What follows belongs to an exercise in optimizing a design on an open flow for small area, a short achievable clock period and few clock cycles per item; a production flow would make more cautious choices.
Where RTL was checked, it was by simulation tests only, not by an equivalence proof against the original.
Only the layout flow was run in runs 6 and 7; the RTL was not checked for function there.
The clock port is modelled as an ideal driver; clocking choices that lean on that would not hold on a real chip.
Power is estimated from default activity; no workload was simulated.

--- flow/run.sh ---
#!/bin/bash
# The standard layout (standard.sh), with small port buffers, and a post-CTS
# hook (flow/skew.tcl) that clocks the tick-mode registers from their own
# clock buffer ahead of the tree's leaves.
set -euo pipefail
bash standard.sh "BUFFER_PORTS_ARGS=-buffer_cell sky130_fd_sc_hd__buf_1" \
  "POST_CTS_TCL=$(pwd)/flow/skew.tcl" finish > flow.log 2>&1
--- flow/skew.tcl ---
# Post-CTS hook: clock the registers of the tick's mode (tick_upd, tick_ld,
# seeded) from their own clock buffer on the clock port, ahead of the tree's
# leaves. Their inputs come from the ports, where slack is ample; their
# outputs feed only registers inside the design (the EMAs and out_valid),
# whose paths from them gain the time. Then repair timing again.
set block [ord::get_db_block]
set db [ord::get_db]
set master [$db findMaster sky130_fd_sc_hd__clkbuf_16]
set clknet [$block findNet clk]
if { $clknet == "NULL" } { error "skew.tcl: no clk net" }

set flops {}
foreach inst [$block getInsts] {
  set name [$inst getName]
  if { [regexp {^(tick_upd|tick_ld|seeded)\$} $name] } {
    lappend flops $inst
  }
}
puts "skew.tcl: [llength $flops] mode registers"
if { [llength $flops] == 0 } { error "skew.tcl: no mode registers found" }

# place the buffer at the registers' centroid; detailed placement legalizes it
set sx 0
set sy 0
foreach f $flops {
  set loc [$f getLocation]
  set sx [expr { $sx + [lindex $loc 0] }]
  set sy [expr { $sy + [lindex $loc 1] }]
}
set n [llength $flops]
set buf [odb::dbInst_create $block $master clkbuf_early]
$buf setLocation [expr { int($sx / $n) }] [expr { int($sy / $n) }]
$buf setPlacementStatus PLACED
set early [odb::dbNet_create $block clknet_early]
$early setSigType CLOCK
[$buf findITerm A] connect $clknet
[$buf findITerm X] connect $early
foreach f $flops {
  set it [$f findITerm CLK]
  $it disconnect
  $it connect $early
}
global_connect

detailed_placement
check_placement -verbose
estimate_parasitics -placement
report_clock_skew
repair_timing_helper
detailed_placement
check_placement -verbose
--- standard.sh ---
#!/bin/bash
# synth_recipe.tcl (not shown) runs the flow's synth.tcl, then flattens the netlist and writes it again
# the make line also repeats each setting of config.mk as NAME=value (left out here)
make -C /OpenROAD-flow-scripts/flow DESIGN_CONFIG=/design/flow/config.mk WORK_HOME=/design/flow/orfs CLKGATE_MAP_FILE= SYNTH_SCRIPT=/design/flow/synth_recipe.tcl "${@:-finish}"
--- config.mk ---
export PLATFORM = sky130hd
export DESIGN_NAME = tick_pipeline
export DESIGN_NICKNAME = tick_pipeline
export VERILOG_FILES = /design/flow/design.v
export SDC_FILE = /design/flow/constraint.sdc
export NUM_CORES = 4
export LEC_CHECK = 0
export CAP_MARGIN = 20
export CORE_MARGIN = 2
export CORE_UTILIZATION = 65
export CTS_BUF_LIST = sky130_fd_sc_hd__clkbuf_4 sky130_fd_sc_hd__clkbuf_8
export GPL_TIMING_DRIVEN = 1
export SETUP_SLACK_MARGIN = 2.0
export SLEW_MARGIN = 20
--- constraint.sdc ---
create_clock -name core_clock -period 5.5 [get_ports {clk}]
set_input_delay 1.1000 -clock core_clock [delete_from_list [all_inputs] [get_ports {clk}]]
set_output_delay 1.1000 -clock core_clock [all_outputs]
set_load 0.01 [all_outputs]
--- design.v ---
`timescale 1ns/1ps
module ma_core_ema(clk, upd, ld, in_price, out_avg);
  parameter ALPHA_SH = 4;
  localparam W = 32 + ALPHA_SH;
  input clk;
  input upd;                
  input ld;                 
  input  [31:0] in_price;
  output [31:0] out_avg;
  reg [31:0] out_avg;
  wire [W-1:0] x_ext = {{ALPHA_SH{in_price[31]}}, in_price};
  wire [W-1:0] x_shl = {in_price, {ALPHA_SH{1'b0}}};
  wire [W-1:0] a_ext = {{ALPHA_SH{out_avg[31]}}, out_avg};
  wire [W-1:0] a_shl = {out_avg, {ALPHA_SH{1'b0}}};
  wire [W-1:0] t;
  wire [W-1:0] opx = ({W{upd}} & x_ext) | ({W{ld}} & x_shl);
  generate
    if (ALPHA_SH == 1) begin : g_two
      wire [W-1:0] opa = ({W{upd}} & a_ext) | ({W{~upd & ~ld}} & a_shl);
      assign t = opx + opa;
    end else begin : g_csa
      wire [W-1:0] p = {W{~ld}} & a_shl;
      wire [W-1:0] n = {W{upd}} & ~a_ext;
      wire [W-1:0] s = opx ^ p ^ n;
      wire [W-1:0] c = (opx & p) | (opx & n) | (p & n);
      assign t = s + {c[W-2:0], upd};
    end
  endgenerate
  always @(posedge clk)
    out_avg <= t[W-1:ALPHA_SH];
endmodule
`timescale 1ns/1ps
module tick_pipeline(
  clk, rst, in_valid, in_price, out_valid, out_signal, fast_dbg, slow_dbg
);
  parameter FAST_ALPHA_SH = 1;
  parameter SLOW_ALPHA_SH = 6;
  input clk;
  input rst;
  input in_valid;
  input  [31:0] in_price;
  output        out_valid;
  output [1:0]  out_signal;
  output [31:0] fast_dbg;
  output [31:0] slow_dbg;
  reg        seeded;
  reg        tick_upd, tick_ld;
  reg [31:0] tick_x;
  wire accept = in_valid & ~rst;
  wire seen   = seeded | tick_upd | tick_ld;
  always @(posedge clk) begin
    tick_upd <= accept & seen;
    tick_ld  <= accept & ~seen;
    tick_x   <= in_price;
    seeded   <= ~rst & seen;
  end
  reg out_valid_r;
  reg [1:0] signal_r;
  wire [31:0] fast_avg, slow_avg;
  ma_core_ema #(.ALPHA_SH(FAST_ALPHA_SH)) u_fast (
    .clk(clk), .upd(tick_upd), .ld(tick_ld),
    .in_price(tick_x), .out_avg(fast_avg)
  );
  ma_core_ema #(.ALPHA_SH(SLOW_ALPHA_SH)) u_slow (
    .clk(clk), .upd(tick_upd), .ld(tick_ld),
    .in_price(tick_x), .out_avg(slow_avg)
  );
  always @(posedge clk) begin
    out_valid_r <= (tick_upd | tick_ld) & ~rst;
    if (!tick_upd)
      signal_r <= 2'b00;
    else if (fast_avg > slow_avg)
      signal_r <= 2'b01;
    else if (fast_avg < slow_avg)
      signal_r <= 2'b11;
    else
      signal_r <= 2'b00;
  end
  assign out_valid  = out_valid_r;
  assign out_signal = signal_r;
  assign fast_dbg   = fast_avg;
  assign slow_dbg   = slow_avg;
endmodule
==> flow_metrics.env, run 1 <==
export IMPL_endpoint_kind="flip-flop"
export IMPL_synth_edf_count=0
export IMPL_synth_mux_area_share_pct=0
export IMPL_routabilityCongestion=0.970
export IMPL_rsz0062_at_grt="false"
export IMPL_peakVddDrop_mv=0.310
export IMPL_io_pins=102
export IMPL_drc_errors=0
export IMPL_area_growth_syn_to_layout_pct=10.3
export IMPL_setup_tns_ns=0
export IMPL_grt_use_total_pct=33.1
export IMPL_syn_area_sq_mm=0.00805
export IMPL_ant_nets=0
export IMPL_fin_worst_skew_ns=0.290
export IMPL_start_util_pct=66.7
export IMPL_worstPathRequired_ns=5.78
export IMPL_yosysWarnings=3
export IMPL_synthArstFlopShare_pct=0
export IMPL_cp_depth=13
export IMPL_clk_pin_slew_ns=0.09
export IMPL_yosys_top_cells_area="dfxtp_1, ha_1, fa_1"
export IMPL_synthSimpleGateAreaFrac_pct=18.8
export IMPL_grt_antenna_before_repair=0
export IMPL_grt_max_degree=33
export IMPL_maxSlewViolCount=0
export IMPL_syn_area_per_cell_sq_um=8.48
export IMPL_power_per_cell_area_mw_per_mm2=499
export IMPL_fin_nets=1214
export IMPL_critPathBufInv=1
export IMPL_rows=40
export IMPL_netlist_instances=949
export IMPL_routed_wl_um=21100
export IMPL_drive_gt1_share_pct=4.69
export IMPL_synth_nets=1121
export IMPL_die_x_um=115
export IMPL_vias=7161
export IMPL_status="finished clean"
export IMPL_worst_slew_pin_slew_ns=0.824
export IMPL_drt_iter0_markers=518
export IMPL_dieArea_sq_mm=0.0133
export IMPL_clk_insertion_delay_late_ns=0.39
export IMPL_die_h_um=115
export IMPL_rr_worst_depth=13
export IMPL_setup_viol_count_final=0
export IMPL_grt_pass1_vias=6919
export IMPL_core_area_sq_mm=0.0121
export IMPL_synth_area_leader_cell="dfxtp_1"
export IMPL_final_cells=1213
export IMPL_ys_seq_area_share_pct=25.4
export IMPL_timing_fmax_mhz=307
export IMPL_synth_top_family_by_area="adder cells"
export IMPL_relSlewSlack_pct=45.0
export IMPL_synth_compound_area_share_pct=20.9
export IMPL_vias_per_cell=5.90
export IMPL_timing_setup_critical_path_class="flip-flop to flip-flop"
export IMPL_io_buffers=101
export IMPL_worstPathArrival_ns=3.55
export IMPL_dp_hpwl_um=16700
export IMPL_worstPathCellList="inv_1 > nor2_2 > fa_1 > ha_2 > nand3_1 > or3_1 > nor3_1 > a211oi_2 > a21oi_2 > a31oi_4 > o21bai_2 > a21oi_1 > xnor2_1"
export IMPL_cp_max_fo=6
export IMPL_yosys_register_bits=102
export IMPL_synth_xor_area_share_pct=6.86
export IMPL_synth_ff_type="dfxtp_1"
export IMPL_overflow=0
export IMPL_hold_path_depth=1
export IMPL_slowest_delay_ns=0.43
export IMPL_worst_path_max_delay_cell="fa_1"
export IMPL_antenna_cells=0
export IMPL_report_final_hold_viol_count=0
export IMPL_fin_crit_sh_pct=59.3
export IMPL_drt_first_pass_iters=5
export IMPL_cap_violations=0
export IMPL_hp_class="flip-flop to flip-flop"
export IMPL_clock_sinks=102
export IMPL_start_kind="flip-flop"
export IMPL_wl_per_cell_um=17.4
export IMPL_synth_fa_ha_area_share_pct=24.3
export IMPL_grt_pass1_wl_um=33700
export IMPL_synth_top_area_share_pct=25.4
export IMPL_crit_family="simple AND/OR/NAND/NOR gates"
export IMPL_cts_tree="built"
export IMPL_dp_cells=1193
export IMPL_p_leak_nw=4.66
export IMPL_finalCriticalPeriod_ns=3.26
export IMPL_yosysUniqueCellTypes=57
sequential cells by signal, indices dropped and copies added (netlist names):
register and flops:
seeded 1, signal_r 2, tick_upd 1, tick_ld 1
out_valid_r 1, u_fast.out_avg 32, u_slow.out_avg 32, tick_x 32
per-layer routing:
| metal | GRT usage (%) | share of wire [%] | vias to the layer above |
|---|---|---|---|
| met1 | 37.8 | 40 | 3329 |
| met5 | 0 | 0 | - |
| met2 | 58.7 | 51 | 254 |
| met3 | 5.43 | 4.6 | 67 |
| li1 | - | - | 3511 |
| met4 | 18.4 | 4.7 | 0 |
final timing paths:
check | to | slack (ns) | startpoint
setup / recovery | u_slow.out_avg[28]$_DFF_P_ | 2.24 | u_slow.out_avg[5]$_DFF_P_
hold / removal | tick_ld$_DFF_P_ | 0.44 | seeded$_DFF_P_
setup reg to reg | u_slow.out_avg[28]$_DFF_P_ | 2.24 | u_slow.out_avg[5]$_DFF_P_
hold reg to reg | tick_ld$_DFF_P_ | 0.44 | seeded$_DFF_P_
synth_stat cells, types with 8 or more instances:
library cell,n
nor2b_1,41
clkbuf_1,25
nand2b_1,16
a21oi_1,67
fa_1,32
xor2_1,22
nor3_1,8
nand3_1,18
o21bai_1,9
a22o_1,31
nor2_1,53
o21ai_0,31
nand2_1,142
inv_1,50
ha_1,105
dfxtp_1,102
xnor2_1,41
o21ai_1,8
nand4_1,13
and3_1,10
o211ai_1,8
a21o_1,46
through the flow:
step / hold slack [ns] / util [%] / area, sq um / setup slack, ns / power [W]
after global placement: 0.397 / 71.0 / 8560 / 1.51 / 0.00384
final: 0.435 / 73.6 / 8870 / 2.24 / 0.00443
after floorplan: 0.399 / - / 8070 / 2.00 / 0.00313
after global routing: 0.467 / 73.6 / 8870 / 2.06 / 0.00483
after detailed placement: 0.405 / 71.0 / 8560 / 1.42 / 0.00388
placed cells by master (no fill, tap or decap), types with 32 or more instances in the layout:
| cell | n |
|---|---|
| fa_1 | 32 |
| a21o_1 | 46 |
| dfxtp_1 | 100 |
| a21oi_1 | 67 |
| nor2_1 | 51 |
| ha_1 | 103 |
| nand2_1 | 142 |
| buf_1 | 101 |
| nor2b_1 | 41 |
| xnor2_1 | 41 |
| inv_1 | 50 |
final cells by class, without the clock buffers:
cell class	count	area (sq um)
plain buffers	1	25.0
flip-flops and latches	102	2050
clock inverters	4	48.8
well taps	168	210
fillers	1027	3190
inverters	51	191
repair buffers	110	469
multi-input cells	767	5740
power by group:
group / internal [W] / switching, W
registers: 0.00101 / 0.000317
clock network: 0.000248 / 0.000262
logic: 0.00109 / 0.00150
total: 0.00235 / 0.00208
kinds of logic after synthesis:
| logic type | count (synthesis) |
|---|---|
| compound gates | 244 |
| simple gates | 323 |
| fa+ha+maj | 137 |
| xor+xnor | 63 |
| buf+inv | 80 |
| flops | 102 |
Testbench counts, summed over its fixed seeds: cycles 32,016, items 32,000.
==> inputs of run 2 (changes only) <==
--- a/config.mk
+++ b/config.mk
@@ -11,4 +11,4 @@
 export CTS_BUF_LIST = sky130_fd_sc_hd__clkbuf_4 sky130_fd_sc_hd__clkbuf_8
 export GPL_TIMING_DRIVEN = 1
-export SETUP_SLACK_MARGIN = 2.0
+export SETUP_SLACK_MARGIN = 2.3
 export SLEW_MARGIN = 20
==> run 2 against run 1 <==
Compared with the run above:
- still clean on timing, DRC and antenna
- combinational power rose by 7%
- synthesized cell count did not move
- final cell count rose by 0.91%
- critical endpoint is now u_slow.out_avg[27]$_DFF_P_
- largest cell class unchanged
- highest routed layer unchanged
==> flow_metrics.env, run 2 <==
export IMPL_regToRegSetupSlack_ns=2.40
export IMPL_layout_common_cells="nand2_1, buf_1, dfxtp_1"
export IMPL_grt_use_total_pct=34.3
export IMPL_setup_viol_count_final=0
export IMPL_area_growth_syn_to_layout_pct=15.5
export IMPL_synth_top_area_share_pct=25.4
export IMPL_clk_insertion_delay_late_ns=0.40
export IMPL_yosys_top_cells_area="dfxtp_1, ha_1, fa_1"
export IMPL_start_kind="flip-flop"
export IMPL_hold_path_depth=1
export IMPL_synth_most_common_cell="nand2_1"
export IMPL_fin_nets=1224
export IMPL_wl_per_cell_um=17.9
export IMPL_p_total_w=0.00458
export IMPL_synth_nets=1121
export IMPL_grt_pass1_vias=7050
export IMPL_grt_antenna_before_repair=0
export IMPL_drt_first_pass_iters=5
export IMPL_worstPathArrival_ns=3.39
export IMPL_synthArstFlopShare_pct=0
export IMPL_vias=7298
export IMPL_synth_edf_count=0
export IMPL_ant_nets=0
export IMPL_syn_area_sq_mm=0.00805
export IMPL_hold_start="seeded$_DFF_P_"
export IMPL_io_pins=102
export IMPL_dp_hpwl_um=16700
export IMPL_yosysWarnings=3
export IMPL_cap_violations=0
export IMPL_worstPathRequired_ns=5.79
export IMPL_yosys_register_bits=102
export IMPL_fin_worst_skew_ns=0.295
export IMPL_cts_tree="built"
export IMPL_dp_cells=1192
export IMPL_grt_max_degree=37
export IMPL_nFillCells=949
export IMPL_cp_max_fo=4
export IMPL_ys_seq_area_share_pct=25.4
export IMPL_yosysUniqueCellTypes=57
export IMPL_io_buffers=101
export IMPL_p_leak_nw=4.73
export IMPL_rr_worst_depth=13
export IMPL_syn_area_per_cell_sq_um=8.48
export IMPL_peakVddDrop_mv=0.324
export IMPL_critPathLaunch="u_slow.out_avg[9]$_DFF_P_"
export IMPL_maxSlewViolCount=0
export IMPL_report_final_hold_viol_count=0
export IMPL_timing_setup_critical_path_class="flip-flop to flip-flop"
export IMPL_die_h_um=115
export IMPL_finalCriticalPeriod_ns=3.10
export IMPL_largestRegisters="tick_x x32, u_fast.out_avg x32, u_slow.out_avg x32"
export IMPL_core_area_sq_mm=0.0121
export IMPL_netlist_instances=949
export IMPL_grt_pass1_wl_um=34900
export IMPL_relSlewSlack_pct=61.9
export IMPL_overflow=0
export IMPL_hp_class="flip-flop to flip-flop"
export IMPL_clock_sinks=102
export IMPL_dieArea_sq_mm=0.0133
export IMPL_routabilityCongestion=1.03
export IMPL_worst_slew_pin_slew_ns=0.571
export IMPL_pre_cts_slack_ns=1.65
export IMPL_final_common_cell="nand2_1"
export IMPL_start_util_pct=66.7
export IMPL_endpoint_kind="flip-flop"
export IMPL_die_x_um=115
export IMPL_routed_wl_um=22000
export IMPL_timing_fmax_mhz=322
export IMPL_synth_area_leader_cell="dfxtp_1"
export IMPL_rows=40
export IMPL_status="finished clean"
export IMPL_drt_iter0_markers=675
export IMPL_final_cells=1224
export IMPL_synth_ff_type="dfxtp_1"
export IMPL_finalWorstSetupSlack_ns=2.40
export IMPL_antenna_cells=0
export IMPL_yosys_top_cells_count="nand2_1, ha_1, dfxtp_1, a21oi_1, nor2_1"
export IMPL_drive_gt1_share_pct=9.56
export IMPL_power_per_cell_area_mw_per_mm2=493
export IMPL_rr_endpoint="u_slow.out_avg[27]$_DFF_P_"
export IMPL_rsz0062_at_grt="false"
export IMPL_setup_tns_ns=0
export IMPL_drc_errors=0
export IMPL_clk_pin_slew_ns=0.09
export IMPL_fin_crit_sh_pct=56.4
export IMPL_vias_per_cell=5.96
export IMPL_worst_hold_path_endpoint="tick_ld$_DFF_P_"
export IMPL_r2r_start="u_slow.out_avg[9]$_DFF_P_"
==> run 2: critical path: stages, from the launching register on <==
cell and delay (ns):
dfxtp_1 0.40, inv_1 0.11, nor2_1 0.14, fa_1 0.43, ha_2 0.21, or4_1 0.54
o21ai_2 0.10, nor3b_2 0.07, a211oi_2 0.23, a21oi_2 0.12, a31oi_2 0.24, o21bai_1 0.13
buf_4 0.15, xor2_1 0.13
==> run 2: per-stage QoR <==
stage,hold WS (ns),utilization (%),instance area (sq um)
after floorplan,0.399,-,8230
after global placement,0.403,72.0,8680
after detailed placement,0.403,72.0,8680
after global routing,0.439,77.0,9290
final,0.407,77.0,9290
==> run 2: power breakdown <==
group / internal [W] / switching (W) / leakage, nW / total [W]
Sequential: 0.00102 / 0.000320 / 0.859 / 0.00134
Clock: 0.000216 / 0.000270 / 0.103 / 0.000486
Combinational: 0.00120 / 0.00156 / 3.77 / 0.00276
==> run 2: logic make-up (layout without fill, tap and decap cells) <==
logic type	count (synthesis)	after routing	synth area share [%]
fa+ha+maj	137	137	24.3
compound gates	244	244	20.9
xor+xnor	63	63	6.86
buf+inv	80	187	3.73
flops	102	102	25.4
simple gates	323	323	18.8
==> run 2: worst max-delay path by stage <==
stage / to / slack (ns) / depth (start not counted)
3_5_place_dp: u_slow.out_avg[28]$_DFF_P_ / 1.65 / 14
2_1_floorplan: u_slow.out_avg[28]$_DFF_P_ / 2.25 / 15
5_1_grt: u_slow.out_avg[28]$_DFF_P_ / 2.29 / 13
6_report: u_slow.out_avg[27]$_DFF_P_ / 2.40 / 13
3_3_place_gp: u_slow.out_avg[31]$_DFF_P_ / 1.69 / 12
==> run 2: per-layer routing <==
| metal | track usage [%] | vias to the layer above | part of all wire (%) |
|---|---|---|---|
| li1 | - | 3548 | - |
| met1 | 38.7 | 3394 | 39 |
| met2 | 61.5 | 274 | 50 |
| met3 | 6.06 | 82 | 5.4 |
| met4 | 18.1 | 0 | 5.5 |
| met5 | 0 | - | 0 |
==> run 2: final cells by class, without the clock buffers <==
type / instances / area (sq um) / area share, %
Timing Repair Buffer: 120 / 637 / 6.85
Buffer: 1 / 25.0 / 0.269
Clock inverter: 4 / 22.5 / 0.242
Sequential cell: 102 / 2050 / 22.1
Inverter: 51 / 191 / 2.06
Multi-Input combinational cell: 767 / 6000 / 64.6
Tap cell: 168 / 210 / 2.26
==> inputs of run 3 (changes only) <==
--- a/config.mk
+++ b/config.mk
@@ -8,7 +8,6 @@
 export CAP_MARGIN = 20
 export CORE_MARGIN = 2
-export CORE_UTILIZATION = 65
+export CORE_UTILIZATION = 55
 export CTS_BUF_LIST = sky130_fd_sc_hd__clkbuf_4 sky130_fd_sc_hd__clkbuf_8
-export GPL_TIMING_DRIVEN = 1
-export SETUP_SLACK_MARGIN = 2.3
+export SETUP_SLACK_MARGIN = 2.1
 export SLEW_MARGIN = 20
==> run 3 against run 2 <==
Compared with the run above:
- still clean
- via count shrank 3.5%
- sequential share of layout area is 0.61 points higher
- total power is essentially flat
- utilization decreased by 14 points
- first-iteration DRC count is 28% lower
- sequential power hardly changed
- synthesized cell count is the same
- design area is 2.7% lower
- combinational power fell by 5%
- critical endpoint is now u_slow.out_avg[25]$_DFF_P_
==> flow_metrics.env, run 3 <==
export IMPL_vias_per_cell=5.71
export IMPL_synth_ff_type="dfxtp_1"
export IMPL_overflow=0
export IMPL_swShare_pct=46.1
export IMPL_clkPwrFrac_pct=13.6
export IMPL_relSlewSlack_pct=67.7
export IMPL_dieArea_sq_mm=0.0156
export IMPL_cap_violations=0
export IMPL_regArea_sq_mm=0.00205
export IMPL_holdWs_ns=0.451
export IMPL_nFillCells=1350
export IMPL_yosysUniqueCellTypes=57
export IMPL_setup_viol_count_final=0
export IMPL_timing_fmax_mhz=308
export IMPL_io_buffers=101
export IMPL_worstPathRequired_ns=5.76
export IMPL_peakVddDrop_mv=0.326
export IMPL_largestRegisters="tick_x x32, u_fast.out_avg x32, u_slow.out_avg x32"
export IMPL_rsz0062_at_grt="true"
export IMPL_worst_slew_pin_slew_ns=0.480
export IMPL_wl_per_cell_um=17.6
export IMPL_timing_setup_critical_path_class="flip-flop to flip-flop"
export IMPL_grt_pass1_wl_um=34800
export IMPL_io_pins=102
export IMPL_pwr_share_comb_pct=57.1
export IMPL_yosysWarnings=3
export IMPL_use_met2_pct=51.0
export IMPL_die_h_um=125
export IMPL_fin_util_pct=62.7
export IMPL_multiInputGateArea_sq_mm=0.00579
export IMPL_clock_sinks=102
export IMPL_antenna_cells=0
export IMPL_ys_seq_area_share_pct=25.4
export IMPL_intPower_w=0.00247
export IMPL_fin_worst_skew_ns=0.299
export IMPL_layout_common_cells="nand2_1, ha_1, buf_1"
export IMPL_syn_area_per_cell_sq_um=8.48
export IMPL_grt_pass1_vias=6806
export IMPL_endpoint_kind="flip-flop"
export IMPL_maxSlewViolCount=0
export IMPL_synth_area_leader_cell="dfxtp_1"
export IMPL_synth_top_area_share_pct=25.4
export IMPL_grt_max_degree=36
export IMPL_status="finished clean"
export IMPL_yosys_top_cells_area="dfxtp_1, ha_1, fa_1"
export IMPL_synth_edf_count=0
export IMPL_die_x_um=125
export IMPL_vias=7046
export IMPL_area_growth_syn_to_layout_pct=12.3
export IMPL_cp_max_fo=5
export IMPL_netlist_instances=949
export IMPL_final_common_cell="nand2_1"
export IMPL_finalCriticalPeriod_ns=3.25
export IMPL_power_per_cell_area_mw_per_mm2=507
export IMPL_ant_nets=0
export IMPL_core_area_sq_mm=0.0144
export IMPL_synth_nets=1121
export IMPL_drt_first_pass_iters=5
export IMPL_drt_iter0_markers=483
export IMPL_switchingPower_w=0.00211
export IMPL_synthArstFlopShare_pct=0
export IMPL_yosys_register_bits=102
export IMPL_setup_tns_ns=0
export IMPL_clk_pin_slew_ns=0.10
export IMPL_grt_antenna_before_repair=0
export IMPL_rows=44
export IMPL_busiest_layer="met2"
export IMPL_p_leak_nw=4.71
export IMPL_yosys_top_cells_count="nand2_1, ha_1, dfxtp_1, a21oi_1, nor2_1"
export IMPL_drive_gt1_share_pct=6.09
export IMPL_syn_area_sq_mm=0.00805
export IMPL_report_final_hold_viol_count=0
export IMPL_routed_wl_um=21800
export IMPL_met3_usage_pct=4.24
export IMPL_drc_errors=0
export IMPL_grt_use_total_pct=28.2
export IMPL_seq_power_share_pct=29.2
export IMPL_start_kind="flip-flop"
export IMPL_use_met1_pct=33.1
export IMPL_fin_crit_sh_pct=59.0
export IMPL_cts_tree="built"
export IMPL_worstPathArrival_ns=3.51
export IMPL_dp_hpwl_um=17300
export IMPL_routabilityCongestion=0.904
export IMPL_start_util_pct=55.8
export IMPL_fin_nets=1219
export IMPL_synth_most_common_cell="nand2_1"
export IMPL_clk_insertion_delay_late_ns=0.40
export IMPL_hp_class="flip-flop to flip-flop"
==> run 3: layer usage <==
metal	up-vias	wire (um)
met1	3268	8940
met2	202	11100
met3	55	875
li1	3521	-
met5	-	0
met4	0	914
==> run 3: stage by stage <==
stage	instances	cell area (sq um)	total power, W	worst slack [ns]
floorplan	949	8100	0.00314	2.10
global placement	1211	8610	0.00390	1.74
detailed placement	1211	8610	0.00390	1.67
global route	1235	9040	0.00498	2.09
finish	1235	9040	0.00458	2.25
==> run 3: path summary, 6_finish.rpt <==
path,endpoint,startpoint,slack (ns),cells past startpoint
min,tick_ld$_DFF_P_,seeded$_DFF_P_,0.45,1
max,u_slow.out_avg[25]$_DFF_P_,tick_x[6]$_DFF_P_,2.25,13
max reg2reg,u_slow.out_avg[25]$_DFF_P_,tick_x[6]$_DFF_P_,2.25,13
min reg2reg,tick_ld$_DFF_P_,seeded$_DFF_P_,0.45,1
==> run 3: layout make-up, without the clock buffers <==
cell class | instances | share of cell area, %
well taps | 184 | 2.55
repair buffers | 115 | 5.61
multi-input cells | 767 | 64.1
inverters | 51 | 2.12
flip-flops and latches | 102 | 22.7
plain buffers | 1 | 0.277
clock inverters | 4 | 1.05
==> run 3: kinds of logic after synthesis <==
| family | Yosys count | share of synthesized area (%) |
|---|---|---|
| buffers and inverters | 80 | 3.73 |
| flip-flops | 102 | 25.4 |
| AND/OR/NAND/NOR | 323 | 18.8 |
| adder cells (fa/ha/maj) | 137 | 24.3 |
| AO/OA/AOI/OAI | 244 | 20.9 |
| XOR/XNOR | 63 | 6.86 |
==> run 3: power by group through the flow <==
stage | Clock, W | Sequential [W] | Combinational (W)
2_1_floorplan | 0 | 0.00133 | 0.00181
3_3_place_gp | 0 | 0.00136 | 0.00253
3_5_place_dp | 0 | 0.00136 | 0.00254
5_1_grt | 0.000666 | 0.00137 | 0.00295
6_report | 0.000623 | 0.00134 | 0.00262
==> run 3: critical path, stage by stage, from the launching register on <==
cell	delay [ns]
dfxtp_1	0.40
a22oi_2	0.13
fa_1	0.54
inv_1	0.04
ha_1	0.31
o21ai_0	0.09
nor2_1	0.08
a211o_1	0.34
a31o_4	0.28
a21oi_4	0.22
o21ai_1	0.15
nor4b_2	0.28
a311oi_1	0.09
xor2_1	0.16
==> inputs of run 4 (changes only) <==
--- a/config.mk
+++ b/config.mk
@@ -8,6 +8,6 @@
 export CAP_MARGIN = 20
 export CORE_MARGIN = 2
-export CORE_UTILIZATION = 55
+export CORE_UTILIZATION = 65
 export CTS_BUF_LIST = sky130_fd_sc_hd__clkbuf_4 sky130_fd_sc_hd__clkbuf_8
-export SETUP_SLACK_MARGIN = 2.1
+export SETUP_SLACK_MARGIN = 2.0
 export SLEW_MARGIN = 20
==> run 4 against run 3 <==
Compared with the run above:
- still clean on timing, DRC and antenna
- sequential cell count is the same
- first-iteration DRC count grew 7.2%
- wire length down 3.1%
- final cell count fell by 1.8%
- total power is 3.3% lower
- die area decreased by 15%
- critical path type unchanged
- critical endpoint is now u_slow.out_avg[28]$_DFF_P_
- largest cell class unchanged
==> flow_metrics.env, run 4 <==
export IMPL_antenna_cells=0
export IMPL_grt_antenna_before_repair=0
export IMPL_io_buffers=101
export IMPL_clk_pin_slew_ns=0.09
export IMPL_grt_pass1_wl_um=33700
export IMPL_rr_worst_depth=13
export IMPL_synthArstFlopShare_pct=0
export IMPL_cts_tree="built"
export IMPL_yosys_top_cells_area="dfxtp_1, ha_1, fa_1"
export IMPL_worst_slew_pin_slew_ns=0.824
export IMPL_fin_nets=1214
export IMPL_hold_path_depth=1
export IMPL_routed_wl_um=21100
export IMPL_critPathLaunch="u_slow.out_avg[5]$_DFF_P_"
export IMPL_cp_depth=13
export IMPL_regToRegSetupSlack_ns=2.24
export IMPL_clock_sinks=102
export IMPL_grt_use_total_pct=33.1
export IMPL_peakVddDrop_mv=0.310
export IMPL_status="finished clean"
export IMPL_yosys_top_cells_count="nand2_1, ha_1, dfxtp_1, a21oi_1, nor2_1"
export IMPL_timing_fmax_mhz=307
export IMPL_finalWorstSetupSlack_ns=2.24
export IMPL_clk_insertion_delay_late_ns=0.39
export IMPL_start_kind="flip-flop"
export IMPL_relSlewSlack_pct=45.0
export IMPL_report_final_hold_viol_count=0
export IMPL_die_h_um=115
export IMPL_critPathBufInv=1
export IMPL_worstPathArrival_ns=3.55
export IMPL_fin_worst_skew_ns=0.290
export IMPL_synth_top_area_share_pct=25.4
export IMPL_syn_area_sq_mm=0.00805
export IMPL_worstPathRequired_ns=5.78
export IMPL_drt_iter0_markers=518
export IMPL_drc_errors=0
export IMPL_dp_hpwl_um=16700
export IMPL_wl_per_cell_um=17.4
export IMPL_maxSlewViolCount=0
export IMPL_p_leak_nw=4.66
export IMPL_cap_violations=0
export IMPL_layout_common_cells="nand2_1, ha_1, buf_1"
export IMPL_synth_edf_count=0
export IMPL_cp_max_fo=6
export IMPL_io_pins=102
export IMPL_pre_cts_slack_ns=1.42
export IMPL_setup_tns_ns=0
export IMPL_ys_seq_area_share_pct=25.4
export IMPL_largestRegisters="tick_x x32, u_fast.out_avg x32, u_slow.out_avg x32"
export IMPL_vias_per_cell=5.90
export IMPL_endpoint="u_slow.out_avg[28]$_DFF_P_"
export IMPL_finalCriticalPeriod_ns=3.26
export IMPL_crit_family="simple AND/OR/NAND/NOR gates"
export IMPL_netlist_instances=949
export IMPL_rsz0062_at_grt="false"
export IMPL_area_growth_syn_to_layout_pct=10.3
export IMPL_grt_pass1_vias=6919
export IMPL_routabilityCongestion=0.970
export IMPL_yosysUniqueCellTypes=57
export IMPL_yosysWarnings=3
export IMPL_synth_ff_type="dfxtp_1"
export IMPL_setup_viol_count_final=0
export IMPL_yosys_register_bits=102
export IMPL_timing_setup_critical_path_class="flip-flop to flip-flop"
export IMPL_vias=7161
export IMPL_start_util_pct=66.7
export IMPL_grt_max_degree=33
export IMPL_worst_path_max_delay_cell="fa_1"
export IMPL_power_per_cell_area_mw_per_mm2=499
export IMPL_fin_crit_sh_pct=59.3
export IMPL_final_common_cell="nand2_1"
export IMPL_synth_nets=1121
export IMPL_drt_first_pass_iters=5
export IMPL_drive_gt1_share_pct=4.69
export IMPL_r2r_start="u_slow.out_avg[5]$_DFF_P_"
export IMPL_rows=40
export IMPL_holdWs_ns=0.435
export IMPL_synth_area_leader_cell="dfxtp_1"
export IMPL_slowest_delay_ns=0.43
export IMPL_hp_class="flip-flop to flip-flop"
export IMPL_worstPathCellList="inv_1 > nor2_2 > fa_1 > ha_2 > nand3_1 > or3_1 > nor3_1 > a211oi_2 > a21oi_2 > a31oi_4 > o21bai_2 > a21oi_1 > xnor2_1"
export IMPL_syn_area_per_cell_sq_um=8.48
export IMPL_overflow=0
export IMPL_endpoint_kind="flip-flop"
export IMPL_die_x_um=115
export IMPL_ant_nets=0
export IMPL_synth_most_common_cell="nand2_1"
export IMPL_rr_endpoint="u_slow.out_avg[28]$_DFF_P_"
export IMPL_core_area_sq_mm=0.0121
export IMPL_dieArea_sq_mm=0.0133
-- run 4: cell types whose count changed in the layout (fill, tap and decap cells not counted), sizes merged --
cell,delta
clkbuf,-1
clkinv,+2
buf,-5
bufinv,-2
-- run 4: how the worst min path moves through the flow --
stage                           end      startpoint
finish              tick_ld$_DFF_P_  seeded$_DFF_P_
global route        tick_ld$_DFF_P_  seeded$_DFF_P_
detailed placement  tick_ld$_DFF_P_  seeded$_DFF_P_
global placement    tick_ld$_DFF_P_  seeded$_DFF_P_
floorplan           tick_ld$_DFF_P_  seeded$_DFF_P_
-- run 4: cells by family after synthesis --
kind of cell | after synthesis | share of synthesized area, %
flip-flops | 102 | 25.4
AO/OA/AOI/OAI | 244 | 20.9
XOR/XNOR | 63 | 6.86
buffers and inverters | 80 | 3.73
adder cells (fa/ha/maj) | 137 | 24.3
AND/OR/NAND/NOR | 323 | 18.8
-- run 4: worst register-to-register path, cell delays in order (launching register included) --
cell      delay (ns)
dfxtp_1         0.39
inv_1           0.12
nor2_2          0.14
fa_1            0.43
ha_2            0.41
nand3_1         0.11
or3_1           0.37
nor3_1          0.25
a211oi_2        0.13
a21oi_2         0.27
a31oi_4         0.15
o21bai_2        0.19
a21oi_1         0.10
xnor2_1         0.12
-- run 4: cell type report, without the clock buffers --
type                    instances  area (sq um)
plain buffers                   1          25.0
clock inverters                 4          48.8
fillers                      1027          3190
inverters                      51           191
multi-input cells             767          5740
flip-flops and latches        102          2050
well taps                     168           210
repair buffers                110           469
-- run 4: metrics by stage --
step / total power, W / utilization [%] / cell area, sq um / cells
floorplan: 0.00313 / - / 8070 / 949
global placement: 0.00384 / 71.0 / 8560 / 1193
detailed placement: 0.00388 / 71.0 / 8560 / 1193
global route: 0.00483 / 73.6 / 8870 / 1213
finish: 0.00443 / 73.6 / 8870 / 1213
-- run 4: per-layer routing --
| layer | vias to the layer above | GRT usage, % | share of wire [%] |
|---|---|---|---|
| met3 | 67 | 5.43 | 4.6 |
| met4 | 0 | 18.4 | 4.7 |
| met5 | - | 0 | 0 |
| met1 | 3329 | 37.8 | 40 |
| met2 | 254 | 58.7 | 51 |
| li1 | 3511 | - | - |
-- run 4: power by group --
part | internal, W | switching [W] | leakage (nW)
Combinational | 0.00109 | 0.00150 | 3.69
Sequential | 0.00101 | 0.000317 | 0.859
Clock | 0.000248 | 0.000262 | 0.110
Total | 0.00235 | 0.00208 | 4.66
==> inputs of run 5 (changes only) <==
--- a/config.mk
+++ b/config.mk
@@ -10,4 +10,4 @@
 export CORE_UTILIZATION = 65
 export CTS_BUF_LIST = sky130_fd_sc_hd__clkbuf_4 sky130_fd_sc_hd__clkbuf_8
-export SETUP_SLACK_MARGIN = 2.0
+export SETUP_SLACK_MARGIN = 2.15
 export SLEW_MARGIN = 20
==> run 5 against run 4 <==
Compared with the run above:
- critical path depth is the same
- worst setup slack gained 0.072 ns
- clock skew grew 0.0070 ns
- total power grew 4.4%
- sequential power is essentially flat
- first-iteration DRC count grew 12%
- critical endpoint is now u_slow.out_avg[27]$_DFF_P_
- utilization grew 2.0 points
- area after synthesis is the same
- fmax grew 2.3%
==> flow_metrics.env, run 5 <==
export IMPL_clk_pin_slew_ns=0.10
export IMPL_p_total_w=0.00462
export IMPL_final_common_cell="nand2_1"
export IMPL_yosysWarnings=3
export IMPL_routed_wl_um=21600
export IMPL_endpoint_kind="flip-flop"
export IMPL_start_util_pct=66.7
export IMPL_synth_ff_type="dfxtp_1"
export IMPL_crit_family="adder cells"
export IMPL_cp_max_fo=3
export IMPL_critPathBufInv=3
export IMPL_setup_viol_count_final=0
export IMPL_largestRegisters="tick_x x32, u_fast.out_avg x32, u_slow.out_avg x32"
export IMPL_path_common_cell="inv_1"
export IMPL_use_met2_pct=60.7
export IMPL_grt_use_total_pct=33.8
export IMPL_layout_common_cells="nand2_1, buf_1, dfxtp_1"
export IMPL_regToRegSetupSlack_ns=2.31
export IMPL_hp_class="flip-flop to flip-flop"
export IMPL_slowest_delay_ns=0.46
export IMPL_drt_iter0_markers=579
export IMPL_cap_violations=0
export IMPL_synth_compound_area_share_pct=20.9
export IMPL_critPathLaunch="u_slow.out_avg[2]$_DFF_P_"
export IMPL_ant_nets=0
export IMPL_drive_gt1_share_pct=6.56
export IMPL_synth_nets=1121
export IMPL_synth_top_area_share_pct=25.4
export IMPL_synth_xor_area_share_pct=6.86
export IMPL_vias_per_cell=5.88
export IMPL_hold_start="seeded$_DFF_P_"
export IMPL_nFillCells=960
export IMPL_drc_errors=0
export IMPL_dieArea_sq_mm=0.0133
export IMPL_synth_fa_ha_area_share_pct=24.3
export IMPL_netlist_instances=949
export IMPL_grt_pass1_vias=7149
export IMPL_timing_setup_critical_path_class="flip-flop to flip-flop"
export IMPL_maxSlewViolCount=0
export IMPL_wl_per_cell_um=17.7
export IMPL_syn_area_per_cell_sq_um=8.48
export IMPL_start_kind="flip-flop"
export IMPL_rr_worst_depth=13
export IMPL_io_pins=102
export IMPL_hold_path_depth=1
export IMPL_yosysUniqueCellTypes=57
export IMPL_met3_usage_pct=5.43
export IMPL_synthSimpleGateAreaFrac_pct=18.8
export IMPL_grt_pass1_wl_um=34800
export IMPL_yosys_top_cells_count="nand2_1, ha_1, dfxtp_1, a21oi_1, nor2_1"
export IMPL_worst_slew_pin_slew_ns=0.582
export IMPL_p_leak_nw=4.72
export IMPL_synth_top_family_by_area="adder cells"
export IMPL_pre_cts_slack_ns=1.52
export IMPL_cp_depth=13
export IMPL_clk_insertion_delay_late_ns=0.40
export IMPL_grt_max_degree=42
export IMPL_grt_antenna_before_repair=0
export IMPL_worst_path_max_delay_cell="fa_1"
export IMPL_report_final_hold_viol_count=0
export IMPL_finalCriticalPeriod_ns=3.19
export IMPL_synth_mux_area_share_pct=0
export IMPL_worstPathArrival_ns=3.52
export IMPL_cts_tree="built"
export IMPL_worst_hold_path_endpoint="tick_ld$_DFF_P_"
export IMPL_routabilityCongestion=0.950
export IMPL_r2r_start="u_slow.out_avg[2]$_DFF_P_"
export IMPL_core_area_sq_mm=0.0121
export IMPL_drt_first_pass_iters=5
export IMPL_yosys_register_bits=102
export IMPL_clock_sinks=102
export IMPL_setup_tns_ns=0
export IMPL_overflow=0
export IMPL_synthArstFlopShare_pct=0
export IMPL_rr_endpoint="u_slow.out_avg[27]$_DFF_P_"
export IMPL_rows=40
export IMPL_syn_area_sq_mm=0.00805
export IMPL_fin_worst_skew_ns=0.297
export IMPL_relSlewSlack_pct=60.8
export IMPL_synth_most_common_cell="nand2_1"
export IMPL_die_x_um=115
export IMPL_use_met1_pct=37.9
export IMPL_synth_area_leader_cell="dfxtp_1"
export IMPL_worstPathCellList="inv_1 > nor2_1 > fa_1 > ha_1 > inv_1 > or3_1 > nor3_2 > a211oi_4 > a21oi_2 > a31oi_4 > o21bai_1 > buf_4 > xor2_1"
export IMPL_busiest_layer="met2"
export IMPL_io_buffers=101
export IMPL_power_per_cell_area_mw_per_mm2=507
export IMPL_yosys_top_cells_area="dfxtp_1, ha_1, fa_1"
export IMPL_ys_seq_area_share_pct=25.4
export IMPL_timing_fmax_mhz=313
export IMPL_rsz0062_at_grt="false"
export IMPL_peakVddDrop_mv=0.397
export IMPL_area_growth_syn_to_layout_pct=13.3
export IMPL_worstPathRequired_ns=5.83
export IMPL_vias=7172
export IMPL_fin_nets=1219
export IMPL_status="finished clean"
export IMPL_die_h_um=115
export IMPL_fin_crit_sh_pct=58.0
export IMPL_finalWorstSetupSlack_ns=2.31
export IMPL_dp_hpwl_um=16700
export IMPL_antenna_cells=0
export IMPL_synth_edf_count=0
## run 5: cell counts after synthesis
Identical to the previous run, type by type.
## run 5: worst max-delay path by stage
stage,end,slack (ns)
after floorplan,u_slow.out_avg[28]$_DFF_P_,2.15
final,u_slow.out_avg[27]$_DFF_P_,2.31
after global placement,u_slow.out_avg[31]$_DFF_P_,1.58
after global routing,u_slow.out_avg[27]$_DFF_P_,2.14
after detailed placement,u_slow.out_avg[30]$_DFF_P_,1.52
## run 5: layer usage
layer	vias to the layer above	share of wire (%)
met5	-	0
li1	3523	-
met4	0	5.3
met2	263	50
met3	80	5.2
met1	3306	40
## run 5: kinds of logic (layout without fill, tap and decap cells)
logic type / count (synthesis) / count (layout)
AO/OA/AOI/OAI: 244 / 244
XOR/XNOR: 63 / 63
AND/OR/NAND/NOR: 323 / 323
buffers and inverters: 80 / 183
adder cells (fa/ha/maj): 137 / 137
flip-flops: 102 / 102
## run 5: layout make-up, without the clock buffers
type / instances / area, sq um / share of cell area (%)
Inverter: 51 / 191 / 2.10
Tap cell: 168 / 210 / 2.31
Multi-Input combinational cell: 767 / 5850 / 64.1
Timing Repair Buffer: 115 / 548 / 6.01
Buffer: 1 / 25.0 / 0.275
Sequential cell: 102 / 2050 / 22.5
Clock inverter: 7 / 120 / 1.32
## run 5: through the flow
step	utilization [%]	hold WS (ns)	std cells	area [sq um]
final	75.6	0.432	1220	9110
after global routing	75.6	0.446	1220	9110
after detailed placement	71.5	0.401	1193	8620
after global placement	71.5	0.398	1193	8620
after floorplan	-	0.399	949	8140
## run 5: power breakdown
part	leakage, nW	internal [W]	switching (W)
sequential	0.859	0.00101	0.000319
combinational	3.73	0.00113	0.00153
clock	0.133	0.000336	0.000292
==> inputs of run 6 (changes only) <==
--- a/design.v
+++ b/design.v
@@ -66,14 +66,9 @@
     .in_price(tick_x), .out_avg(slow_avg)
   );
+  wire gt = fast_avg > slow_avg;
+  wire eq = fast_avg == slow_avg;
   always @(posedge clk) begin
     out_valid_r <= (tick_upd | tick_ld) & ~rst;
-    if (!tick_upd)
-      signal_r <= 2'b00;
-    else if (fast_avg > slow_avg)
-      signal_r <= 2'b01;
-    else if (fast_avg < slow_avg)
-      signal_r <= 2'b11;
-    else
-      signal_r <= 2'b00;
+    signal_r    <= {tick_upd & ~gt & ~eq, tick_upd & ~eq};
   end
   assign out_valid  = out_valid_r;
--- a/config.mk
+++ b/config.mk
@@ -10,4 +10,4 @@
 export CORE_UTILIZATION = 65
 export CTS_BUF_LIST = sky130_fd_sc_hd__clkbuf_4 sky130_fd_sc_hd__clkbuf_8
-export SETUP_SLACK_MARGIN = 2.15
+export SETUP_SLACK_MARGIN = 2.0
 export SLEW_MARGIN = 20
==> run 6 against run 5 <==
Compared with the run above:
- design area is 0.86% lower
- utilization down 3.1 points
- clock skew grew 0.0031 ns
- first-iteration DRC count up 0.69%
- worst setup slack worse by 0.099 ns
- die area is 1.9% higher
- clock power shrank 7.0%
- area after synthesis is 2.0% higher
- sequential share of layout area up 0.20 points
- critical path depth shrank 1
- fmax fell by 3.0%
- sequential power is essentially flat
- highest routed layer unchanged
==> flow_metrics.env, run 6 <==
export IMPL_status="finished clean"
export IMPL_slowest_delay_ns=0.46
export IMPL_drt_first_pass_iters=5
export IMPL_dp_hpwl_um=17300
export IMPL_overflow=0
export IMPL_start_kind="flip-flop"
export IMPL_routabilityCongestion=0.927
export IMPL_vias_per_cell=6.05
export IMPL_finalCriticalPeriod_ns=3.29
export IMPL_cap_violations=0
export IMPL_multiInputGateArea_sq_mm=0.00586
export IMPL_grt_pass1_vias=7197
export IMPL_timing_fmax_mhz=304
export IMPL_relSlewSlack_pct=66.5
export IMPL_nFillCells=1081
export IMPL_io_pins=102
export IMPL_report_final_hold_viol_count=0
export IMPL_routed_wl_um=22300
export IMPL_synth_compound_area_share_pct=21.3
export IMPL_grt_pass1_wl_um=35700
export IMPL_synth_top_area_share_pct=24.9
export IMPL_synth_edf_count=0
export IMPL_rows=41
export IMPL_synth_most_common_cell="nand2_1"
export IMPL_setup_viol_count_final=0
export IMPL_dpl_cell_area_sq_mm=0.00867
export IMPL_dieArea_sq_mm=0.0135
export IMPL_power_per_cell_area_mw_per_mm2=519
export IMPL_die_x_um=116
export IMPL_hp_class="flip-flop to flip-flop"
export IMPL_area_growth_syn_to_layout_pct=10.1
export IMPL_yosys_top_cells_area="dfxtp_1, ha_1, fa_1"
export IMPL_io_buffers=101
export IMPL_synth_nets=1172
export IMPL_core_area_sq_mm=0.0125
export IMPL_vias=7615
export IMPL_drive_gt1_share_pct=4.05
export IMPL_stdcell_area_sq_mm=0.00903
export IMPL_timing_setup_critical_path_class="flip-flop to flip-flop"
export IMPL_fin_crit_sh_pct=59.8
export IMPL_crit_family="compound AO/OA/AOI/OAI gates"
export IMPL_fin_nets=1253
export IMPL_endpoint_kind="flip-flop"
export IMPL_drt_iter0_markers=583
export IMPL_grt_antenna_before_repair=0
export IMPL_worst_slew_pin_slew_ns=0.498
export IMPL_synth_mux_area_share_pct=0.122
export IMPL_worstPathRequired_ns=5.80
export IMPL_start_util_pct=65.8
export IMPL_wl_per_cell_um=17.7
export IMPL_regArea_sq_mm=0.00205
export IMPL_critPathBufInv=1
export IMPL_worstPathCellList="inv_1 > nor2_1 > fa_1 > ha_1 > a21oi_1 > o21ai_0 > a21oi_1 > o21ai_1 > a311o_1 > a31oi_1 > o21ai_1 > xor2_1"
export IMPL_worstPathArrival_ns=3.59
export IMPL_cp_max_fo=7
export IMPL_worst_path_max_delay_cell="fa_1"
export IMPL_synth_fa_ha_area_share_pct=23.8
export IMPL_yosysUniqueCellTypes=63
export IMPL_syn_area_per_cell_sq_um=8.20
export IMPL_synth_xor_area_share_pct=6.51
export IMPL_drc_errors=0
export IMPL_maxSlewViolCount=0
export IMPL_ys_seq_area_share_pct=24.9
export IMPL_synth_ff_type="dfxtp_1"
export IMPL_rsz0062_at_grt="false"
export IMPL_syn_area_sq_mm=0.00820
export IMPL_peakVddDrop_mv=0.321
export IMPL_fin_worst_skew_ns=0.300
export IMPL_synth_top_family_by_area="adder cells"
export IMPL_yosys_top_cells_count="nand2_1, ha_1, dfxtp_1, nor2_1, a21oi_1"
export IMPL_die_h_um=116
export IMPL_cts_tree="built"
export IMPL_setup_tns_ns=0
export IMPL_synthSimpleGateAreaFrac_pct=19.4
export IMPL_layout_common_cells="nand2_1, ha_1, buf_1"
export IMPL_ant_nets=0
export IMPL_final_common_cell="nand2_1"
export IMPL_clock_sinks=102
export IMPL_clk_insertion_delay_late_ns=0.40
export IMPL_netlist_instances=1000
export IMPL_grt_max_degree=37
export IMPL_largestRegisters="tick_x x32, u_fast.out_avg x32, u_slow.out_avg x32"
export IMPL_yosys_register_bits=102
export IMPL_p_leak_nw=4.63
export IMPL_antenna_cells=0
export IMPL_synth_area_leader_cell="dfxtp_1"
export IMPL_synthArstFlopShare_pct=0
export IMPL_grt_use_total_pct=34.3
export IMPL_clk_pin_slew_ns=0.10
export IMPL_yosysWarnings=3
==> run 6: cell types whose count changed in the layout (fill, tap and decap cells not counted), moves of 5 or more <==
cell | previous run | this run
a211oi_1 | 3 | 8
a21o_1 | 46 | 41
and4_1 | 0 | 7
ha_1 | 99 | 104
ha_4 | 5 | 0
inv_1 | 50 | 43
nand2_1 | 141 | 158
nand4_1 | 13 | 20
nor2_1 | 49 | 98
nor2b_1 | 40 | 8
o21a_1 | 5 | 10
xnor2_1 | 41 | 32
xor2_1 | 22 | 29
==> run 6: cell type report, without the clock buffers <==
class	count	area share, %
Multi-Input combinational cell	814	64.9
Tap cell	172	2.38
Timing Repair inverter	1	0.0831
Sequential cell	102	22.7
Timing Repair Buffer	108	5.32
Buffer	1	0.277
Inverter	44	1.87
Clock inverter	5	0.914
==> run 6: path summary, 6_finish.rpt <==
| path | from | cells after the start | endpoint | slack [ns] |
|---|---|---|---|---|
| setup / recovery | u_slow.out_avg[7]$_DFF_P_ | 12 | u_slow.out_avg[30]$_DFF_P_ | 2.21 |
| hold / removal | seeded$_DFF_P_ | 2 | seeded$_DFF_P_ | 0.48 |
| setup reg to reg | u_slow.out_avg[7]$_DFF_P_ | 12 | u_slow.out_avg[30]$_DFF_P_ | 2.21 |
| hold reg to reg | seeded$_DFF_P_ | 2 | seeded$_DFF_P_ | 0.48 |
==> run 6: cells by family after synthesis <==
family | after synthesis
AND/OR/NAND/NOR | 359
AO/OA/AOI/OAI | 256
adder cells (fa/ha/maj) | 137
flip-flops | 102
buffers and inverters | 84
XOR/XNOR | 61
multiplexers | 1
==> run 6: metal layers <==
layer | GRT usage (%) | vias to the layer above | wire length (um)
met3 | 7.16 | 66 | 1230
met4 | 16.3 | 0 | 920
met5 | 0 | - | 0
met2 | 60.4 | 286 | 11100
met1 | 39.9 | 3558 | 9010
li1 | - | 3705 | -
==> run 6: per-stage QoR <==
step / std cells / worst slack [ns] / utilization [%] / hold slack [ns] / total power, W
3_5_place_dp: 1236 / 1.51 / 69.5 / 0.470 / 0.00405
2_1_floorplan: 1000 / 2.01 / - / 0.433 / 0.00327
5_1_grt: 1258 / 2.01 / 72.5 / 0.545 / 0.00510
3_3_place_gp: 1236 / 1.55 / 69.5 / 0.452 / 0.00403
6_report: 1258 / 2.21 / 72.5 / 0.485 / 0.00469
==> run 6: power by group <==
| part | internal [W] | leakage (nW) | switching (W) |
|---|---|---|---|
| sequential | 0.00101 | 0.859 | 0.000346 |
| clock | 0.000306 | 0.129 | 0.000278 |
| combinational | 0.00112 | 3.64 | 0.00163 |
==> run 6: worst register-to-register path: cells and delay by family, from the launching register on <==
family          cells  cell delay, ns
compound gates      7            1.60
xor+xnor            1            0.15
fa+ha+maj           2            0.86
buf+inv             1            0.08
flops               1            0.36
simple gates        1            0.16
==> inputs of run 7 (changes only) <==
--- a/config.mk
+++ b/config.mk
@@ -10,4 +10,4 @@
 export CORE_UTILIZATION = 65
 export CTS_BUF_LIST = sky130_fd_sc_hd__clkbuf_4 sky130_fd_sc_hd__clkbuf_8
-export SETUP_SLACK_MARGIN = 2.0
+export SETUP_SLACK_MARGIN = 2.3
 export SLEW_MARGIN = 20
==> run 7 against run 6 <==
Compared with the run above:
- critical endpoint is now u_slow.out_avg[28]$_DFF_P_
- wire length up 8.0%
- clock skew down 0.0057 ns
- critical path type unchanged
- first-iteration DRC count is 19% higher
==> flow_metrics.env, run 7 <==
export IMPL_start_kind="flip-flop"
export IMPL_intPower_w=0.00253
export IMPL_netlist_instances=1000
export IMPL_largestRegisters="tick_x x32, u_fast.out_avg x32, u_slow.out_avg x32"
export IMPL_multiInputGateArea_sq_mm=0.00620
export IMPL_holdWs_ns=0.448
export IMPL_setup_viol_count_final=0
export IMPL_ys_seq_area_share_pct=24.9
export IMPL_switchingPower_w=0.00238
export IMPL_die_h_um=116
export IMPL_synth_top_area_share_pct=24.9
export IMPL_peakVddDrop_mv=0.402
export IMPL_cp_max_fo=4
export IMPL_antenna_cells=0
export IMPL_timing_setup_critical_path_class="flip-flop to flip-flop"
export IMPL_fin_nets=1277
export IMPL_drive_gt1_share_pct=13.8
export IMPL_drc_errors=0
export IMPL_die_x_um=116
export IMPL_power_per_cell_area_mw_per_mm2=511
export IMPL_overflow=0
export IMPL_synth_area_leader_cell="dfxtp_1"
export IMPL_vias_per_cell=6.19
export IMPL_yosys_top_cells_area="dfxtp_1, ha_1, fa_1"
export IMPL_timing_fmax_mhz=319
export IMPL_yosysWarnings=3
export IMPL_relSlewSlack_pct=69.8
export IMPL_clock_sinks=102
export IMPL_clkPwrFrac_pct=9.8
export IMPL_ant_nets=0
export IMPL_routed_wl_um=24000
export IMPL_clk_insertion_delay_late_ns=0.40
export IMPL_maxSlewViolCount=0
export IMPL_core_area_sq_mm=0.0125
export IMPL_layout_common_cells="nand2_1, buf_1, ha_1"
export IMPL_routabilityCongestion=0.956
export IMPL_dpl_cell_area_sq_mm=0.00874
export IMPL_cts_tree="built"
export IMPL_cap_violations=0
export IMPL_synth_most_common_cell="nand2_1"
export IMPL_io_buffers=101
export IMPL_synth_ff_type="dfxtp_1"
export IMPL_io_pins=102
export IMPL_fin_worst_skew_ns=0.295
export IMPL_synthArstFlopShare_pct=0
export IMPL_grt_pass1_wl_um=37600
export IMPL_grt_pass1_vias=7455
export IMPL_yosys_top_cells_count="nand2_1, ha_1, dfxtp_1, nor2_1, a21oi_1"
export IMPL_drt_first_pass_iters=7
export IMPL_worst_path_max_delay_cell="fa_1"
export IMPL_seq_power_share_pct=28.4
export IMPL_grt_antenna_before_repair=0
export IMPL_finalCriticalPeriod_ns=3.14
export IMPL_report_final_hold_viol_count=0
export IMPL_dp_hpwl_um=17700
export IMPL_pwr_share_comb_pct=61.8
export IMPL_area_growth_syn_to_layout_pct=17.0
export IMPL_fin_crit_sh_pct=57.0
export IMPL_clk_pin_slew_ns=0.10
export IMPL_slowest_delay_ns=0.56
export IMPL_status="finished clean"
export IMPL_p_leak_nw=4.76
export IMPL_grt_use_total_pct=36.1
export IMPL_drt_iter0_markers=696
export IMPL_yosys_register_bits=102
export IMPL_swShare_pct=48.5
export IMPL_rows=41
export IMPL_yosysUniqueCellTypes=63
export IMPL_syn_area_sq_mm=0.00820
export IMPL_synth_nets=1172
export IMPL_regArea_sq_mm=0.00208
export IMPL_worst_slew_pin_slew_ns=0.441
export IMPL_hp_class="flip-flop to flip-flop"
export IMPL_worstPathCellList="nand2_1 > nand2_1 > fa_1 > ha_4 > a21o_1 > a31oi_1 > nand3_1 > a41o_1 > o31ai_4 > o31ai_4 > a221oi_2 > xnor2_1"
export IMPL_stdcell_area_sq_mm=0.00960
export IMPL_dieArea_sq_mm=0.0135
export IMPL_start_util_pct=65.8
export IMPL_setup_tns_ns=0
export IMPL_final_common_cell="nand2_1"
export IMPL_worstPathArrival_ns=3.47
export IMPL_vias=7933
export IMPL_syn_area_per_cell_sq_um=8.20
export IMPL_grt_max_degree=36
export IMPL_synth_edf_count=0
export IMPL_wl_per_cell_um=18.8
export IMPL_worstPathRequired_ns=5.83
export IMPL_endpoint_kind="flip-flop"
export IMPL_rsz0062_at_grt="false"
export IMPL_nFillCells=955
==> run 7: area by class of cell, without the clock buffers <==
type | count | area share, %
inverter | 44 | 1.76
timing repair inverter | 1 | 0.0782
sequential | 102 | 21.7
clock inverter | 5 | 0.365
tap | 172 | 2.24
multi-input combinational | 814 | 64.6
timing repair buffer | 132 | 7.61
buffer | 1 | 0.261
==> run 7: logic make-up (layout without fill, tap and decap cells) <==
group | after synthesis | in the layout | synth area share, %
AOI/OAI and AO/OA | 256 | 256 | 21.3
xor gates and xnor gates | 61 | 61 | 6.51
adders and majority gates | 137 | 137 | 23.8
buffers and inverters | 84 | 193 | 3.97
DFF | 102 | 102 | 24.9
muxes | 1 | 1 | 0.122
and+or+nand+nor | 359 | 359 | 19.4
==> run 7: power by group through the flow <==
stage	Combinational (W)	Clock, W	Sequential (W)
2_1_floorplan	0.00200	0	0.00134
3_3_place_gp	0.00268	0	0.00138
3_5_place_dp	0.00273	0	0.00138
5_1_grt	0.00337	0.000505	0.00141
6_report	0.00303	0.000481	0.00139
==> run 7: layer usage <==
metal | vias up | GRT usage (%) | routed length (um)
met1 | 3754 | 41.0 | 9410
met4 | 0 | 18.3 | 1100
met5 | - | 0 | 0
met2 | 355 | 65.3 | 12200
met3 | 87 | 5.76 | 1320
li1 | 3737 | - | -
==> run 7: worst paths after layout <==
| path | cells past startpoint | from | end | slack [ns] |
|---|---|---|---|---|
| max | 12 | tick_x[1]$_DFF_P_ | u_slow.out_avg[28]$_DFF_P_ | 2.36 |
| min | 3 | tick_upd$_DFF_P_ | signal_r[0]$_DFF_P_ | 0.45 |
| max reg2reg | 12 | tick_x[1]$_DFF_P_ | u_slow.out_avg[28]$_DFF_P_ | 2.36 |
| min reg2reg | 3 | tick_upd$_DFF_P_ | signal_r[0]$_DFF_P_ | 0.45 |
==> run 7: worst max-delay path, delay by kind of cell (launching register included) <==
kind	cells	cell delay, ns
adders and majority gates	2	0.79
AOI/OAI and AO/OA	6	1.44
and+or+nand+nor	3	0.34
xor gates and xnor gates	1	0.15
DFF	1	0.33
==> run 7: through the flow <==
step,setup WS [ns],utilization (%),cells,total power (W)
6_report,2.36,77.0,1281,0.00491
5_1_grt,2.29,77.0,1281,0.00529
3_5_place_dp,1.54,70.1,1237,0.00410
3_3_place_gp,1.67,70.1,1237,0.00406
2_1_floorplan,2.23,-,1000,0.00334
==> inputs of run 8 (changes only) <==
--- a/design.v
+++ b/design.v
@@ -66,9 +66,14 @@
     .in_price(tick_x), .out_avg(slow_avg)
   );
-  wire gt = fast_avg > slow_avg;
-  wire eq = fast_avg == slow_avg;
   always @(posedge clk) begin
     out_valid_r <= (tick_upd | tick_ld) & ~rst;
-    signal_r    <= {tick_upd & ~gt & ~eq, tick_upd & ~eq};
+    if (!tick_upd)
+      signal_r <= 2'b00;
+    else if (fast_avg > slow_avg)
+      signal_r <= 2'b01;
+    else if (fast_avg < slow_avg)
+      signal_r <= 2'b11;
+    else
+      signal_r <= 2'b00;
   end
   assign out_valid  = out_valid_r;
--- a/flow/skew.tcl
+++ b/flow/skew.tcl
@@ -6,5 +6,5 @@
 set block [ord::get_db_block]
 set db [ord::get_db]
-set master [$db findMaster sky130_fd_sc_hd__clkbuf_16]
+set master [$db findMaster sky130_fd_sc_hd__clkbuf_4]
 set clknet [$block findNet clk]
 if { $clknet == "NULL" } { error "skew.tcl: no clk net" }
--- a/config.mk
+++ b/config.mk
@@ -10,4 +10,4 @@
 export CORE_UTILIZATION = 65
 export CTS_BUF_LIST = sky130_fd_sc_hd__clkbuf_4 sky130_fd_sc_hd__clkbuf_8
-export SETUP_SLACK_MARGIN = 2.3
+export SETUP_SLACK_MARGIN = 2.0
 export SLEW_MARGIN = 20
==> run 8 against run 7 <==
Compared with the run above:
- sequential cell count unchanged
- final cell count shrank 5.3%
- wire length down 12%
- critical path depth is 1 higher
- hold slack lost 0.029 ns
- total power down 10%
- area after synthesis decreased by 1.9%
- register-to-register slack lost 0.18 ns
==> flow_metrics.env, run 8 <==
export IMPL_synth_top_area_share_pct=25.4
export IMPL_grt_pass1_wl_um=33700
export IMPL_wl_per_cell_um=17.4
export IMPL_fin_worst_skew_ns=0.282
export IMPL_ys_seq_area_share_pct=25.4
export IMPL_largestRegisters="tick_x x32, u_fast.out_avg x32, u_slow.out_avg x32"
export IMPL_setup_tns_ns=0
export IMPL_status="finished clean"
export IMPL_drt_iter0_markers=526
export IMPL_drive_gt1_share_pct=4.59
export IMPL_critPathLaunch="u_slow.out_avg[5]$_DFF_P_"
export IMPL_cap_violations=0
export IMPL_synth_most_common_cell="nand2_1"
export IMPL_grt_use_total_pct=33.1
export IMPL_synth_area_leader_cell="dfxtp_1"
export IMPL_worstPathRequired_ns=5.79
export IMPL_overflow=0
export IMPL_yosys_top_cells_area="dfxtp_1, ha_1, fa_1"
export IMPL_rr_endpoint="u_slow.out_avg[28]$_DFF_P_"
export IMPL_power_per_cell_area_mw_per_mm2=498
export IMPL_worst_path_max_delay_cell="fa_1"
export IMPL_maxSlewViolCount=0
export IMPL_endpoint="u_slow.out_avg[28]$_DFF_P_"
export IMPL_start_kind="flip-flop"
export IMPL_slowest_delay_ns=0.43
export IMPL_io_pins=102
export IMPL_relSlewSlack_pct=43.5
export IMPL_routabilityCongestion=0.970
export IMPL_dp_hpwl_um=16700
export IMPL_core_area_sq_mm=0.0121
export IMPL_timing_setup_critical_path_class="flip-flop to flip-flop"
export IMPL_r2r_start="u_slow.out_avg[5]$_DFF_P_"
export IMPL_clk_pin_slew_ns=0.09
export IMPL_yosysUniqueCellTypes=57
export IMPL_start_util_pct=66.7
export IMPL_crit_family="compound AO/OA/AOI/OAI gates"
export IMPL_worstPathArrival_ns=3.61
export IMPL_yosys_top_cells_count="nand2_1, ha_1, dfxtp_1, a21oi_1, nor2_1"
export IMPL_hp_class="flip-flop to flip-flop"
export IMPL_grt_antenna_before_repair=0
export IMPL_cp_depth=13
export IMPL_syn_area_per_cell_sq_um=8.48
export IMPL_critPathBufInv=1
export IMPL_final_common_cell="nand2_1"
export IMPL_dp_cells=1193
export IMPL_synth_edf_count=0
export IMPL_peakVddDrop_mv=0.313
export IMPL_synthArstFlopShare_pct=0
export IMPL_rr_worst_depth=13
export IMPL_rows=40
export IMPL_grt_pass1_vias=6920
export IMPL_p_leak_nw=4.65
export IMPL_cts_tree="built"
export IMPL_grt_max_degree=33
export IMPL_synth_ff_type="dfxtp_1"
export IMPL_synth_nets=1121
export IMPL_layout_common_cells="nand2_1, ha_1, buf_1"
export IMPL_endpoint_kind="flip-flop"
export IMPL_timing_fmax_mhz=301
export IMPL_dieArea_sq_mm=0.0133
export IMPL_worstPathCellList="inv_1 > nor2_2 > fa_1 > ha_2 > nand3_1 > or3_1 > nor3_1 > a211oi_2 > a21oi_2 > a31oi_4 > o21bai_1 > a21oi_1 > xnor2_1"
export IMPL_antenna_cells=0
export IMPL_routed_wl_um=21100
export IMPL_final_cells=1213
export IMPL_regToRegSetupSlack_ns=2.18
export IMPL_yosysWarnings=3
export IMPL_fin_util_pct=73.4
export IMPL_die_h_um=115
export IMPL_vias=7150
export IMPL_ant_nets=0
export IMPL_worst_slew_pin_slew_ns=0.845
export IMPL_io_buffers=101
export IMPL_drc_errors=0
export IMPL_vias_per_cell=5.89
export IMPL_rsz0062_at_grt="false"
export IMPL_syn_area_sq_mm=0.00805
export IMPL_yosys_register_bits=102
export IMPL_finalCriticalPeriod_ns=3.32
export IMPL_fin_nets=1214
export IMPL_netlist_instances=949
export IMPL_area_growth_syn_to_layout_pct=10.0
export IMPL_clk_insertion_delay_late_ns=0.39
export IMPL_report_final_hold_viol_count=0
export IMPL_cp_max_fo=6
export IMPL_die_x_um=115
export IMPL_clock_sinks=102
export IMPL_fin_crit_sh_pct=60.4
export IMPL_setup_viol_count_final=0
export IMPL_drt_first_pass_iters=5
-- run 8: changes by cell type after synthesis, sizes merged, moves of 5 or more --
cell and delta:
inv +7, clkbuf -5, and4 -8, a21o +5, nor2b +33, buf -6, nand4 -7, o21bai +5
nor2 -47, xor2 -7, o21a -5, xnor2 +9, nand2 -15
-- run 8: report_power, final --
group | switching (W) | total, W | internal, W
Sequential | 0.000318 | 0.00133 | 0.00101
Clock | 0.000263 | 0.000489 | 0.000225
Combinational | 0.00150 | 0.00259 | 0.00109
-- run 8: cell type report, without the clock buffers --
| type | count | area, sq um |
|---|---|---|
| multi-input combinational | 767 | 5740 |
| fill | 1026 | 3210 |
| sequential | 102 | 2050 |
| timing repair buffer | 110 | 469 |
| tap | 168 | 210 |
| inverter | 51 | 191 |
| clock inverter | 4 | 48.8 |
| buffer | 1 | 7.51 |
-- run 8: metrics by stage --
step                worst slack, ns  total power [W]  area (sq um)  hold slack (ns)
floorplan                      2.00          0.00313          8070            0.399
detailed placement             1.42          0.00388          8560            0.405
global route                   1.99          0.00480          8850            0.451
finish                         2.18          0.00441          8850            0.419
global placement               1.51          0.00384          8560            0.397
-- run 8: how the worst min path moves through the flow --
| stage | start | end | slack (ns) | cells past startpoint |
|---|---|---|---|---|
| after floorplan | seeded$_DFF_P_ | tick_ld$_DFF_P_ | 0.40 | 1 |
| after global placement | seeded$_DFF_P_ | tick_ld$_DFF_P_ | 0.40 | 1 |
| after detailed placement | seeded$_DFF_P_ | tick_ld$_DFF_P_ | 0.41 | 1 |
| after global routing | seeded$_DFF_P_ | tick_ld$_DFF_P_ | 0.45 | 1 |
| final | seeded$_DFF_P_ | tick_ld$_DFF_P_ | 0.42 | 1 |
-- run 8: logic make-up after synthesis --
group,count (synthesis),share of synthesized area (%)
AO/OA/AOI/OAI,244,20.9
XOR/XNOR,63,6.86
adder cells (fa/ha/maj),137,24.3
buffers and inverters,80,3.73
flip-flops,102,25.4
AND/OR/NAND/NOR,323,18.8
-- run 8: worst reg2reg max path: cells and delay by family (launching register included) --
family	cells	cell delay, ns
compound gates	5	0.89
xor+xnor	1	0.13
fa+ha+maj	2	0.84
buf+inv	1	0.13
flops	1	0.40
simple gates	4	0.87
-- run 8: layer usage --
layer,track usage [%],vias up,routed length [um]
met4,18.4,0,994
met1,37.9,3293,8360
met5,0,-,0
li1,-,3508,-
met3,5.43,64,1100
met2,58.5,285,10600
Testbench counts of run 8, summed over its fixed seeds: cycles 32,016, items 32,000.

Setup slack of run 8, layout unchanged: 2.180 ns with ideal ports, 2.180 ns with driving cells assumed (clock clkbuf_16, inputs buf_2), 2.180 ns with port delays also shifted by the 0.296 ns mid clock arrival.
